From an optimization exercise on the open Yosys and OpenROAD flow, aimed at small area, a short achievable clock period and few clock cycles; shortcuts taken in it are not production practice. Only simulation tests tie the RTL to the original design; equivalence was not proved. Power is estimated from default activity; no workload was simulated.

## run A
==> flow/design.v <==
`timescale 1ns / 1ps
module bridge(
input clk,arvalid,res_n,
input [1:0]arburst,
input [3:0]arlen,
input [4:0]araddr,
output arready,
output reg [15:0]rdata,
output rresp,rlast,
input rready,
output rvalid,
output reg [2:0]PADDR,
input [15:0]PRDATA,
output PWRITE,PENABLE,PSEL1,PSEL2,PSEL3,PSEL4,
input PREADY
    );
    reg        empty;        
    reg [1:0]  sel;
    reg [2:0]  addr;         
    reg        incr;
    reg [3:0]  cnt;          
    reg        setup;        
    reg        enable;       
    reg [3:0]  psel;
    reg        tlast;        
    reg        valid;
    reg        rlast_q;
    reg        skid;
    reg [15:0] sdata;
    reg        slast;
    wire done   = enable & PREADY;              
    wire accept = arvalid & empty;
    wire idle   = ~setup & ~enable;
    wire issue  = ~empty & ((idle & (~skid | rready)) |
                            (done & (~valid | (~skid & rready))));
    always @(posedge clk, negedge res_n)
      if (!res_n) begin
        empty  <= 1'b1;
        setup  <= 1'b0;
        enable <= 1'b0;
        psel   <= 4'd0;
        valid  <= 1'b0;
        skid   <= 1'b0;
      end else begin
        if (accept)
          empty <= 1'b0;
        else if (issue && cnt == 4'd0)
          empty <= 1'b1;
        setup  <= issue;
        enable <= setup | (enable & ~PREADY);
        if (issue)
          psel <= 4'd1 << sel;
        else if (done)
          psel <= 4'd0;
        valid <= skid | done | (valid & ~rready);
        skid  <= (skid | (done & valid)) & ~rready;
      end
    always @(posedge clk) begin
      if (accept) begin
        sel  <= araddr[4:3];
        addr <= araddr[2:0];
        incr <= (arburst == 2'b01);
        cnt  <= arlen;
      end else if (setup) begin
        if (incr)
          addr <= addr + 3'd1;
        cnt <= cnt - 4'd1;
      end
      if (~setup & ~(enable & ~PREADY)) begin
        PADDR <= addr;
        tlast <= (cnt == 4'd0);
      end
      if (~valid | rready) begin
        rdata   <= skid ? sdata : PRDATA;
        rlast_q <= skid ? slast : tlast;
      end
      if (~skid) begin
        sdata <= PRDATA;
        slast <= tlast;
      end
    end
    assign arready = empty;
    assign PSEL1 = psel[0];
    assign PSEL2 = psel[1];
    assign PSEL3 = psel[2];
    assign PSEL4 = psel[3];
    assign PENABLE = enable;
    assign PWRITE = 1'b0;
    assign rvalid = valid;
    assign rresp = valid;
    assign rlast = rlast_q;
endmodule
clock: 5.0 ns
lec_check: 0
cap_margin: 20
core_margin: 2
core_utilization: 40
place_density: 0.6
slew_margin: 20
standard.sh (not shown) runs the stock make flow with config.mk's settings and CLKGATE_MAP_FILE= SYNTH_SCRIPT=/design/flow/synth_recipe.tcl, a recipe that flattens the netlist after the stock synthesis.
==> flow/flow/run.sh <==
#!/bin/bash
set -euo pipefail
export BUFFER_PORTS_ARGS="-buffer_cell sky130_fd_sc_hd__buf_1"
bash standard.sh finish > flow_standard.log 2>&1
Testbench counts of run A, summed over its fixed seeds: cycles 7,350.
Input-level comparison between run B and run A:
==> flow/design.v, changed modules only <==
module bridge(
input clk,arvalid,res_n,
input [1:0]arburst,
input [3:0]arlen,
input [4:0]araddr,
output arready,
output reg [15:0]rdata,
output rresp,rlast,
input rready,
output rvalid,
output reg [2:0]PADDR,
input [15:0]PRDATA,
output PWRITE,PENABLE,PSEL1,PSEL2,PSEL3,PSEL4,
input PREADY
    );
    reg        empty;        
    reg [1:0]  sel;
    reg [2:0]  addr;         
    reg        incr;
    reg [3:0]  cnt;          
    reg        setup;        
    reg        enable;       
    reg [3:0]  psel;
    reg        tlast;        
    reg        valid;
    reg        rlast_q;
    reg        skid;
    reg [15:0] sdata;
    reg        slast;
    wire done  = enable & PREADY;               
    wire take  = valid & rready;                
    wire accept = arvalid & empty;
    wire room  = ~valid | (~skid & (~done | rready)) | (rready & ~done);
    wire free  = ~setup & (~enable | PREADY);
    wire issue = ~empty & free & room;
    always @(posedge clk, negedge res_n)
      if (!res_n) begin
        empty  <= 1'b1;
        setup  <= 1'b0;
        enable <= 1'b0;
        psel   <= 4'd0;
        valid  <= 1'b0;
        skid   <= 1'b0;
      end else begin
        if (accept)
          empty <= 1'b0;
        else if (issue && cnt == 4'd0)
          empty <= 1'b1;
        setup  <= issue;
        enable <= setup | (enable & ~PREADY);
        if (issue)
          psel <= 4'd1 << sel;
        else if (done)
          psel <= 4'd0;
        valid <= skid | done | (valid & ~rready);
        skid  <= (skid | (done & valid)) & ~rready;
      end
    always @(posedge clk) begin
      if (accept) begin
        sel  <= araddr[4:3];
        addr <= araddr[2:0];
        incr <= (arburst == 2'b01);
        cnt  <= arlen;
      end else if (issue) begin
        if (incr)
          addr <= addr + 3'd1;
        cnt <= cnt - 4'd1;
      end
      if (~setup & ~(enable & ~PREADY)) begin
        PADDR <= addr;
        tlast <= (cnt == 4'd0);
      end
      if (~valid | rready) begin
        rdata   <= skid ? sdata : PRDATA;
        rlast_q <= skid ? slast : tlast;
      end
      if (~skid) begin
        sdata <= PRDATA;
        slast <= tlast;
      end
    end
    assign arready = empty;
    assign PSEL1 = psel[0];
    assign PSEL2 = psel[1];
    assign PSEL3 = psel[2];
    assign PSEL4 = psel[3];
    assign PENABLE = enable;
    assign PWRITE = 1'b0;
    assign rvalid = valid;
    assign rresp = valid;
    assign rlast = rlast_q;
endmodule
Findings:
Run B finished all stages; the layout is clean. Between run B and run A, the difference in die area is negligible. | compound-gate portion of the synthesized area | higher: run A |. As far as final non-filler cell area is concerned, run B and run A perform about the same. As far as synthesized area is concerned, run B and run A perform about the same. Run comparison: run B critical-path cell with the highest stage delay sky130_fd_sc_hd__o21ai_0; run A critical-path cell with the highest stage delay sky130_fd_sc_hd__dfstp_2. [compare] base=run A new=run B: clock transition time at the flip-flop clock pins of the worst setup and hold paths stayed essentially flat, number of nets in the finished design now smaller, multi-input combinational cell count now sits lower, number of failing hold endpoints at the final stage was more or less identical. Count of clock buffers in the final design in run B vs run A: down 2. Diff run A -> run B: wire length of the first global-routing pass shows a reduction of about 8%; total chip power grew by 0.0092 mW. met2 track utilization from global routing across run B and run A: no real change. Going from run A to run B, the internal cell power was found to have gone up by 1.4%.
Testbench counts of run B, summed over its fixed seeds: cycles 7,350.

[static timing again, ports no longer ideal]
How much do the figures lean on ideal ports? The routed layouts below were timed once more, with nothing changed but the port constraints. Step 1 (the two cells are an assumption about what drives the block):
set clk [get_ports {clk}]
set_driving_cell -lib_cell sky130_fd_sc_hd__clkbuf_16 $clk
set_driving_cell -lib_cell sky130_fd_sc_hd__buf_2 [delete_from_list [all_inputs] $clk]
Step 2 moves the port delays by t, midway between the first and last clock arrival at a register: inputs arrive t later, outputs are due t later. That takes back most of the time a late clock gives input paths. Three values: ideal ports, drivers, drivers and shift; two values: the first two.
run | t, ns | slack for setup (ns) | hold WS [ns] | latest minus earliest clock arrival (ns) | pins driven straight from the clock port
run A | 0.342 | 2.995 / 2.968 / 2.826 | 0.461 / 0.461 / 0.461 | 0.006 / 0.006 | 1
run B | 0.343 | 2.873 / 2.872 / 2.529 | 0.451 / 0.451 / 0.451 | 0.005 / 0.005 | 1
After both steps setup and hold are still met in every run listed. For run B, which loses most, drivers alone change the setup slack by -0.001 ns; drivers and shift together by -0.344 ns.
